From an optimization exercise on the open Yosys and OpenROAD flow, aimed at small area, a short achievable clock period and few clock cycles; shortcuts taken in it are not production practice. Function was checked by simulation only, so behaviour that the tests miss may differ from the original. Power figures rest on the tool's default switching activity, not on a simulated workload.

==> inputs of v1 <==
==> flow/design.v <==
module JAM (
    input CLK,
    input RST,
    output [3:0] MatchCount,
    output [9:0] MinCost,
    output       Valid,
    output [2:0] W,
    output [2:0] J,
    input  [6:0] Cost
);
localparam ST_SCAN = 2'd0;
localparam ST_Z    = 2'd1;
localparam ST_FIN  = 2'd2;
localparam ST_DONE = 2'd3;
integer k;
reg [1:0] st;
reg [6:0] cnt;
reg [2:0] rc;           
reg [2:0] jr;           
reg [2:0] wr;           
reg [2:0] r;            
reg       first;        
reg       pend;         
reg       pe;           
reg [6:0] dsum;         
reg [6:0] delta;        
reg [8:0] kofs;         
reg [9:0] xh;           
reg [6:0] cost_r;
reg [7:0] dmin;
reg [2:0] j1p, j0p, p1;    
reg [2:0] wp;           
reg [2:0] wro, wpo;     
reg       m1;
reg       aact;
reg [2:0] ar;            
reg [2:0] ac;
reg [9:0] mincost;
reg       valid;
reg [6:0] xz;           
reg [2:0] lp;           
reg [6:0] dmore;        
reg [7:0] zr;
reg [2:0] tpos;         
reg       dst;          
reg       pendc;        
reg       ph1;          
reg [2:0] lvl;
reg [3:0] ds;
reg [7:0] dused;
reg [20:0] dch;
reg [3:0] dcnt;
reg [55:0] cNV;    
reg [63:0] cM;     
reg [23:0] cW;     
reg [7:0]  cU;     
reg [23:0] cP;     
reg [7:0]  cMt;    
reg [55:0] rU;     
reg [7:0]  rV;     
reg [3:0]  win;    
assign MatchCount = dcnt;
assign MinCost    = mincost;
assign Valid      = valid;
assign W          = wr;
assign J          = jr;
wire scan = (st == ST_SCAN);
wire zp   = (st == ST_Z);
wire hold1 = scan && (cnt == 7'd1) && aact && !adone;
wire s_proc = scan && (cnt >= 7'd2 && cnt <= 7'd9);
wire fclr = first && scan && (cnt >= 7'd1 && cnt <= 7'd8);   
wire z_proc = zp && (cnt >= 7'd2 && cnt <= 7'd65);
wire force0 = ph1 && !pend;
wire dwin = (win != 4'd0) && !pend;
wire [6:0] dsel = (dwin && cU[1]) ? delta : 7'd0;
wire [6:0] nv_e = force0 ? 7'd0 : (cNV[13:7] + dsel);
wire [6:0] u_e  = force0 ? 7'd0 : (rU[13:7]  + ((dwin && rV[1]) ? delta : 7'd0));
wire [9:0] xa = force0 ? 10'd0 : {3'b000, cNV[13:7]};
wire [9:0] xb = force0 ? 10'd0 : {3'b000, dsel};
wire [9:0] xc = {kofs[8], kofs};
wire [9:0] xh_e = (xa ^ xb ^ xc) + {((xa[8:0] & xb[8:0]) | (xa[8:0] & xc[8:0]) | (xb[8:0] & xc[8:0])), 1'b0};
wire [9:0] cand = {3'b000, cost_r} + xh;
wire usedh = cU[0];
wire isj0  = !first && (j0p == 3'd0);
wire elig  = !usedh && !isj0;
wire [7:0] mold = cM[7:0];
wire [7:0] din  = dmin;
function sgn3;
    input [6:0] a;
    input [9:0] b;
    input [7:0] x;
    input       ci;
    reg [10:0] p, q, y, sm, cy;
    begin
        p = {4'b0000, a};
        q = {b[9], b};
        y = ~{3'b000, x};
        sm = p ^ q ^ y;
        cy = {((p[9:0] & q[9:0]) | (p[9:0] & y[9:0]) | (q[9:0] & y[9:0])), ci};
        sgn3 = (sm + cy) >> 10;
    end
endfunction
wire c1 = sgn3(cost_r, xh, mold, 1'b1);
wire tie = !cMt[0] && m1;
wire c2 = sgn3(cost_r, xh, din, !tie);
wire c3 = tie ? (mold <= din) : (mold < din);
wire better = elig && c1;
wire [7:0] mnew = better ? cand[7:0] : mold;
wire take = elig && (c2 || c3);
wire [7:0] dmin_n = take ? mnew : din;
wire [2:0] p1_n = take ? cP[2:0] : p1;
wire       m1_n = take ? cMt[0] : m1;
wire [2:0] r1 = r + 3'd1;
wire pcommit = !(s_proc && (cnt == 7'd9) && take);
wire [2:0] rn = (r == 3'd7) ? (rc + 3'd3) : r1;
wire [2:0] wnx_t = cMt[0] ? cP[2:0] : rn;
wire [2:0] wnx_f = m1 ? p1 : rn;
wire [2:0] wnx = take ? wnx_t : wnx_f;
wire [2:0] wpx_t = wnx_t - rc - 3'd1;
wire [2:0] wpx_f = wnx_f - rc - 3'd1;
wire [2:0] wpx = take ? wpx_t : wpx_f;
wire [6:0] zc = cnt - 7'd2;
wire [6:0] zn = cnt - 7'd1;
wire [7:0] zs = {1'b0, cost_r} + {1'b0, xz};
wire zbit = (zs == {1'b0, rU[6:0]});
wire [2:0] zcol = rc + zc[5:3];
reg  [7:0] mz;
reg  [6:0] nv_z;
wire [2:0] zsel = zn[5:3] + 3'd1;
always @(*) begin
    mz = cM[7:0];
    for (k = 0; k < 8; k = k + 1)
        if (zcol == k) mz[k] = zbit;
    nv_z = 7'd0;
    for (k = 0; k < 8; k = k + 1)
        if (zsel == k) nv_z = cNV[7*k +: 7];
end
wire [7:0] cM_h = z_proc ? mz : s_proc ? mnew : pM[7:0];
wire [2:0] cW_h = (s_proc && better) ? wro : cW[2:0];
wire       cU_h = z_proc ? 1'b0 : s_proc ? (usedh | isj0) : cU[0];
wire       rV_h = s_proc ? (rV[0] | (wpo == 3'd0)) : rV[0];
wire [2:0] apos = ac;
wire [2:0] rm1  = r - 3'd1;
reg  [2:0] arw;
reg  [2:0] aenc;
always @(*) begin
    arw = 3'd0;
    for (k = 0; k < 8; k = k + 1)
        if (apos == k) arw = cW[3*k +: 3];
    aenc = 3'd0;
    for (k = 0; k < 8; k = k + 1)
        if (cMt[k] && (cP[3*k +: 3] == arw)) aenc = k;
end
wire adone = (arw == ar);
wire [2:0] awp = apos - 3'd1;    
wire [2:0] usel = wp;
reg [6:0] u_w;
reg       v_w;
reg       rV_w;
always @(*) begin
    u_w = 7'd0;
    v_w = 1'b0;
    rV_w = 1'b0;
    for (k = 0; k < 8; k = k + 1)
        if (usel == k) begin
            u_w = rU[7*k +: 7];
            rV_w = rV[k];
        end
end
wire [2:0] lpd = dgo ? (lp + 3'd1) : lp;
wire [2:0] lpb = tpos;
wire [2:0] tp_l = lvl - rc - 3'd1;
wire [2:0] tp_1 = dtl - rc - 3'd1;
wire [2:0] tp_2 = dtl2 - rc - 3'd1;
reg [7:0] gd, gb;
always @(*) begin
    gd = 8'd0;
    gb = 8'd0;
    for (k = 0; k < 8; k = k + 1) begin
        if (lpd == k) gd = cM[8*k +: 8];
        if (lpb == k) gb = cM[8*k +: 8];
    end
end
wire [7:0] zrow = zr;
reg  [7:0] gtm;
always @(*) begin
    for (k = 0; k < 8; k = k + 1)
        gtm[k] = ds[3] || (k > ds[2:0]);
end
wire [7:0] dc = zrow & ~dused & gtm;
reg  [2:0] dj;
always @(*) begin
    dj = 3'd0;
    for (k = 7; k >= 0; k = k - 1)
        if (dc[k]) dj = k;
end
wire dgo = (st == ST_FIN) && dst;
wire dhave = (dc != 8'd0);
wire ddesc = dhave && (lvl != 3'd7);
wire dtwo  = dhave && !one8(dc);
reg  [6:0] dlt, dlt2;
reg  [2:0] dtl, dtl2;
reg        dany;
reg  [2:0] dback;
reg  [7:0] dkeep;
always @(*) begin
    for (k = 0; k < 7; k = k + 1)
        dlt[k] = dmore[k] && (k < lvl);
    dany = (dlt != 7'd0);
    dtl = 3'd0;
    for (k = 0; k < 7; k = k + 1)
        if (dlt[k]) dtl = k;
    dlt2 = 7'd0;
    for (k = 0; k < 7; k = k + 1)
        dlt2[k] = dmore[k] && (k < dtl);
    dtl2 = 3'd0;
    for (k = 0; k < 7; k = k + 1)
        if (dlt2[k]) dtl2 = k;
    dback = 3'd0;
    dkeep = 8'd0;
    for (k = 0; k < 7; k = k + 1) begin
        if (dtl == k) dback = dch[3*k +: 3];
        if (k < dtl) dkeep = dkeep | (8'd1 << dch[3*k +: 3]);
    end
end
reg [7:0] rf;
reg [7:0] ctk;
reg [63:0] pM;
function one8;    
    input [7:0] x;
    reg [3:0] o1, t1;
    reg [1:0] o2, t2;
    begin
        o1 = x[7:4] | x[3:0];
        t1 = x[7:4] & x[3:0];
        o2 = o1[3:2] | o1[1:0];
        t2 = (o1[3:2] & o1[1:0]) | t1[3:2] | t1[1:0];
        one8 = (o2[1] ^ o2[0]) && !(o2[1] & o2[0]) && (t2 == 2'b00)
            || ((o2[1] ^ o2[0]) && (t2 == 2'b00));
    end
endfunction
always @(*) begin
    for (k = 0; k < 8; k = k + 1)
        rf[k] = one8(cM[8*k +: 8]);
    for (k = 0; k < 8; k = k + 1)
        ctk[k] = (st == ST_FIN) && ({cM[56+k], cM[48+k], cM[40+k], cM[32+k], cM[24+k], cM[16+k], cM[8+k], cM[k]} & rf) != 8'd0;
    for (k = 0; k < 64; k = k + 1)
        pM[k] = cM[k] && (rf[k / 8] || !ctk[k % 8]);
end
wire allf = (rf == 8'hFF);
always @(posedge CLK) begin
    cost_r <= Cost;
    xh <= xh_e;
    cNV <= {cNV[6:0], cNV[55:14], nv_e};
    cM  <= {cM_h, pM[63:16], (fclr ? 8'hFF : pM[15:8])};
    cW  <= {cW_h, cW[23:3]};
    cU  <= {cU_h, cU[7:2], (cU[1] & !fclr)};
    cP  <= {cP[2:0], cP[23:3]};
    if (aact) begin
        for (k = 0; k < 8; k = k + 1)
            if (awp == k) cP[3*k +: 3] <= arw;
    end
    rU <= {rU[6:0], rU[55:14], u_e};
    rV <= {rV_h, rV[7:2], (rV[1] & !fclr)};
    if (scan && cnt == 7'd1)
        dmin <= 8'hFF;
    if (s_proc) begin
        dmin <= dmin_n;
        p1 <= p1_n;
        m1 <= m1_n;
    end
    if (s_proc && take)
        j1p <= 3'd7;
    else
        j1p <= j1p - 3'd1;
    if (pend)
        j0p <= j1p - 3'd1;
    else
        j0p <= j0p - 3'd1;
    if (pend)
        delta <= dmin[6:0] - dsum;
    if (aact) begin
        ac <= aenc - 3'd1;
    end else begin
        ac <= j1p - 3'd1;    
        ar <= r;
    end
    xz <= (zn[5:3] == 3'd0) ? nv_e : nv_z;
    wro <= wr;
    wpo <= wp - 3'd1;
    if (dgo) begin
        if (ddesc) begin
            for (k = 0; k < 7; k = k + 1)
                if (lvl == k) dch[3*k +: 3] <= dj;
        end
    end
    zr <= (!dgo || ddesc) ? gd : gb;
    tpos <= (!dgo || ddesc) ? ((dtwo && dgo) ? tp_l : tp_1) : tp_2;
end
always @(posedge CLK or posedge RST) begin
    if (RST) begin
        st <= ST_SCAN;
        cnt <= 7'd0;
        rc <= 3'd0;
        jr <= 3'd2;
        wr <= 3'd0;
        wp <= 3'd0;
        r <= 3'd0;
        first <= 1'b1;
        pend <= 1'b0;
        win <= 4'd0;
        pe <= 1'b0;
        dsum <= 7'd0;
        kofs <= 9'd0;
        mincost <= 10'd0;
        valid <= 1'b0;
        aact <= 1'b0;
        cMt <= 8'd0;
        dmore <= 7'd0;
        lvl <= 3'd0;
        lp <= 3'd0;
        ds <= 4'hF;
        dused <= 8'd0;
        dcnt <= 4'd0;
        dst <= 1'b0;
        pendc <= 1'b0;
        ph1 <= 1'b1;
    end else begin
        rc <= rc + 3'd1;
        wp <= wp - 3'd1;
        jr <= jr + 3'd1;
        lp <= lp - 3'd1;
        pend <= 1'b0;
        cMt <= {cMt[0], cMt[7:1]};
        win <= pend ? 4'd8 : (dwin ? win - 4'd1 : 4'd0);
        if (aact) begin
            for (k = 0; k < 8; k = k + 1)
                if (awp == k) cMt[k] <= 1'b1;
            if (adone)
                aact <= 1'b0;
        end
        pendc <= pend && pcommit;
        if (pend)
            ph1 <= 1'b0;
        if (pend) begin
            if (pe) begin
                if (pcommit && r != 3'd7)
                    aact <= 1'b1;
                if (r == 3'd7)
                    wr <= rc + 3'd3;
                kofs <= 9'd0;
                first <= 1'b1;
            end else begin
                kofs <= {2'b00, dmin[6:0]} - {2'b00, u_w};
                first <= 1'b0;
            end
        end
        if (pendc) begin
            if (pe) begin
                if (r == 3'd7) begin
                    st <= ST_Z;
                    wr <= rc + 3'd3;
                end
                r <= r1;
                mincost <= mincost + dmin[6:0];
                dsum <= 7'd0;
            end else begin
                dsum <= dmin[6:0];
            end
        end
        case (st)
            ST_SCAN: begin
                if (cnt == 7'd8 || (cnt == 7'd9 && take)) begin
                    pend <= 1'b1;
                    pe <= !m1_n;
                    cnt <= (cnt == 7'd8) ? 7'd9 : 7'd0;
                    wr <= wnx;
                    wp <= wpx;
                end else if (cnt == 7'd9) begin
                    cnt <= 7'd1;
                end else if (!hold1) begin
                    cnt <= cnt + 7'd1;
                end
            end
            ST_Z: begin
                wr <= rc + 3'd3;
                if (cnt[2:0] == 3'd7)
                    jr <= jr + 3'd2;
                if (cnt == 7'd65)
                    st <= ST_FIN;
                cnt <= cnt + 7'd1;
            end
            default: ;
        endcase
        if (st == ST_FIN)
            dst <= 1'b1;
        if (st == ST_FIN && allf) begin
            dcnt <= 4'd1;
            valid <= 1'b1;
            st <= ST_DONE;
        end else if (dgo) begin
            if (ddesc) begin
                dused <= dused | (8'd1 << dj);
                lvl <= lvl + 3'd1;
                lp <= lp;
                ds <= 4'hF;
                for (k = 0; k < 7; k = k + 1)
                    if (lvl == k) dmore[k] <= dtwo;
            end else begin
                if (lvl == 3'd7 && dhave)
                    dcnt <= dcnt + 4'd1;
                if (!dany) begin
                    valid <= 1'b1;
                    st <= ST_DONE;
                end
                dused <= dkeep;
                lvl <= dtl;
                lp <= dtl - rc - 3'd1;
                ds <= {1'b0, dback};
            end
        end
    end
end
endmodule
==> flow/run.sh <==
#!/bin/bash
# synth_recipe.tcl (not shown) runs the flow's synth.tcl, then flattens the netlist and writes it again
# the make line also repeats each setting of config.mk as NAME=value (left out here)
make -C /OpenROAD-flow-scripts/flow DESIGN_CONFIG=/design/flow/config.mk WORK_HOME=/design/flow/orfs CLKGATE_MAP_FILE= SYNTH_SCRIPT=/design/flow/synth_recipe.tcl finish
==> flow/config.mk <==
export PLATFORM = sky130hd
export DESIGN_NAME = JAM
export DESIGN_NICKNAME = JAM
export VERILOG_FILES = /design/flow/design.v
export SDC_FILE = /design/flow/constraint.sdc
export NUM_CORES = 4
export LEC_CHECK = 0
export CAP_MARGIN = 20
export CORE_MARGIN = 2
export CORE_UTILIZATION = 40
export CTS_CLUSTER_DIAMETER = 80
export CTS_CLUSTER_SIZE = 20
export SETUP_SLACK_MARGIN = 4.0
export SLEW_MARGIN = 20
==> flow/constraint.sdc <==
create_clock -name core_clock -period 7.0 [get_ports {CLK}]
set_input_delay 1.4000 -clock core_clock [delete_from_list [all_inputs] [get_ports {CLK}]]
set_output_delay 1.4000 -clock core_clock [all_outputs]
set_load 0.01 [all_outputs]
==> v37: changes against v1 <==
--- a/flow/design.v
+++ b/flow/design.v
@@ -54,11 +54,12 @@
 reg [63:0] cM;     
 reg [23:0] cW;     
 reg [7:0]  cU;     
+reg [7:0]  cPd;    
 reg [23:0] cP;     
 reg [7:0]  cMt;    
 reg [55:0] rU;     
 reg [7:0]  rV;     
-reg [3:0]  win;    
+reg [7:0]  rPd;    
 assign MatchCount = dcnt;
 assign MinCost    = mincost;
 assign Valid      = valid;
@@ -71,10 +72,9 @@
 wire fclr = first && scan && (cnt >= 7'd1 && cnt <= 7'd8);   
 wire z_proc = zp && (cnt >= 7'd2 && cnt <= 7'd65);
 wire force0 = ph1 && !pend;
-wire dwin = (win != 4'd0) && !pend;
-wire [6:0] dsel = (dwin && cU[1]) ? delta : 7'd0;
+wire [6:0] dsel = (cPd[1] && !pend) ? delta : 7'd0;
 wire [6:0] nv_e = force0 ? 7'd0 : (cNV[13:7] + dsel);
-wire [6:0] u_e  = force0 ? 7'd0 : (rU[13:7]  + ((dwin && rV[1]) ? delta : 7'd0));
+wire [6:0] u_e  = force0 ? 7'd0 : (rU[13:7]  + ((rPd[1] && !pend) ? delta : 7'd0));
 wire [9:0] xa = force0 ? 10'd0 : {3'b000, cNV[13:7]};
 wire [9:0] xb = force0 ? 10'd0 : {3'b000, dsel};
 wire [9:0] xc = {kofs[8], kofs};
@@ -89,21 +89,19 @@
     input [6:0] a;
     input [9:0] b;
     input [7:0] x;
-    input       ci;
     reg [10:0] p, q, y, sm, cy;
     begin
         p = {4'b0000, a};
         q = {b[9], b};
         y = ~{3'b000, x};
         sm = p ^ q ^ y;
-        cy = {((p[9:0] & q[9:0]) | (p[9:0] & y[9:0]) | (q[9:0] & y[9:0])), ci};
+        cy = {((p[9:0] & q[9:0]) | (p[9:0] & y[9:0]) | (q[9:0] & y[9:0])), 1'b1};
         sgn3 = (sm + cy) >> 10;
     end
 endfunction
-wire c1 = sgn3(cost_r, xh, mold, 1'b1);
-wire tie = !cMt[0] && m1;
-wire c2 = sgn3(cost_r, xh, din, !tie);
-wire c3 = tie ? (mold <= din) : (mold < din);
+wire c1 = sgn3(cost_r, xh, mold);
+wire c2 = sgn3(cost_r, xh, din);
+wire c3 = (mold < din);
 wire better = elig && c1;
 wire [7:0] mnew = better ? cand[7:0] : mold;
 wire take = elig && (c2 || c3);
@@ -164,6 +162,7 @@
     for (k = 0; k < 8; k = k + 1)
         if (usel == k) begin
             u_w = rU[7*k +: 7];
+            v_w = rPd[k];
             rV_w = rV[k];
         end
 end
@@ -262,6 +261,13 @@
     end
     rU <= {rU[6:0], rU[55:14], u_e};
     rV <= {rV_h, rV[7:2], (rV[1] & !fclr)};
+    if (pend) begin
+        cPd <= {cU_h, cU[7:1]};
+        rPd <= {rV_h, rV[7:1]};
+    end else begin
+        cPd <= {cPd[0], cPd[7:2], 1'b0};
+        rPd <= {rPd[0], rPd[7:2], 1'b0};
+    end
     if (scan && cnt == 7'd1)
         dmin <= 8'hFF;
     if (s_proc) begin
@@ -308,7 +314,6 @@
         r <= 3'd0;
         first <= 1'b1;
         pend <= 1'b0;
-        win <= 4'd0;
         pe <= 1'b0;
         dsum <= 7'd0;
         kofs <= 9'd0;
@@ -332,7 +337,6 @@
         lp <= lp - 3'd1;
         pend <= 1'b0;
         cMt <= {cMt[0], cMt[7:1]};
-        win <= pend ? 4'd8 : (dwin ? win - 4'd1 : 4'd0);
         if (aact) begin
             for (k = 0; k < 8; k = k + 1)
                 if (awp == k) cMt[k] <= 1'b1;
--- a/flow/config.mk
+++ b/flow/config.mk
@@ -5,6 +5,7 @@
 export SDC_FILE = /design/flow/constraint.sdc
 export NUM_CORES = 4
 export LEC_CHECK = 0
+export ABC_AREA = 1
 export CAP_MARGIN = 20
 export CORE_MARGIN = 2
 export CORE_UTILIZATION = 40
==> comparison <==
- Final area is about the same in v1 and v37.
- Area after synthesis: v37 is larger than v1 (about 0.2%).
- Between v37 and v1, the lower power is in v37 (gap 3.0%, measured against v1).
- Against v37, the clock-buffer cell count of v1 is lower by 3.
- Critical path depth: v1 is lower than v37 (9).
- Clock power is about the same in v1 and v37.
- In v1 the clock skew is higher than in v37, by 1.4 ps.
- Of v37 and v1, v1 has the higher maximum frequency (gap 7.0%, measured against v1).
- Of v37 and v1, v1 has the higher non-clock buffer count (gap 21).
- Against v37, the register-to-register slack of v1 is better by 230 ps.
- Sequential power: v1 is higher than v37 (9.0%).
Testbench counts of v1, summed over its fixed seeds: cycles 4,191.
Testbench counts of v37, summed over its fixed seeds: cycles 4,380.

separate check: timing with driven ports:
The results above use ideal ports. As a check the final layouts listed here were re-extracted and re-timed, cells and wires unchanged. Step 1: set_driving_cell puts a clkbuf_16 on CLK and a buf_2 on each other input, an assumption about the parent block. Step 2 adds t to the input delays and takes it off the output delays; t is the mean of the earliest and latest rising clock arrival at the registers after step 1. Input paths then give back, and output paths get back, about the clock's delay inside the block. Slacks: no drivers / after step 1 / after step 2; pairs: no drivers / after step 1.
| run | t (ns) | slack for setup (ns) | clock arrival spread, ns | worst slew at a driven data input, ns | cell pins on the clock port's net |
|---|---|---|---|---|---|
| v1 | 0.645 | 3.952 / 3.952 / 3.924 | 0.034 / 0.033 | 0.03 | 1 |
| v37 | 0.653 | 3.721 / 3.721 / 3.721 | 0.025 / 0.025 | 0.05 | 1 |
After both steps every run listed still meets setup and hold. The setup slack of v1, which loses most, moves by 0.000 ns with the drivers and by -0.028 ns with both steps. The worst setup slack also covers recovery checks on asynchronous resets.
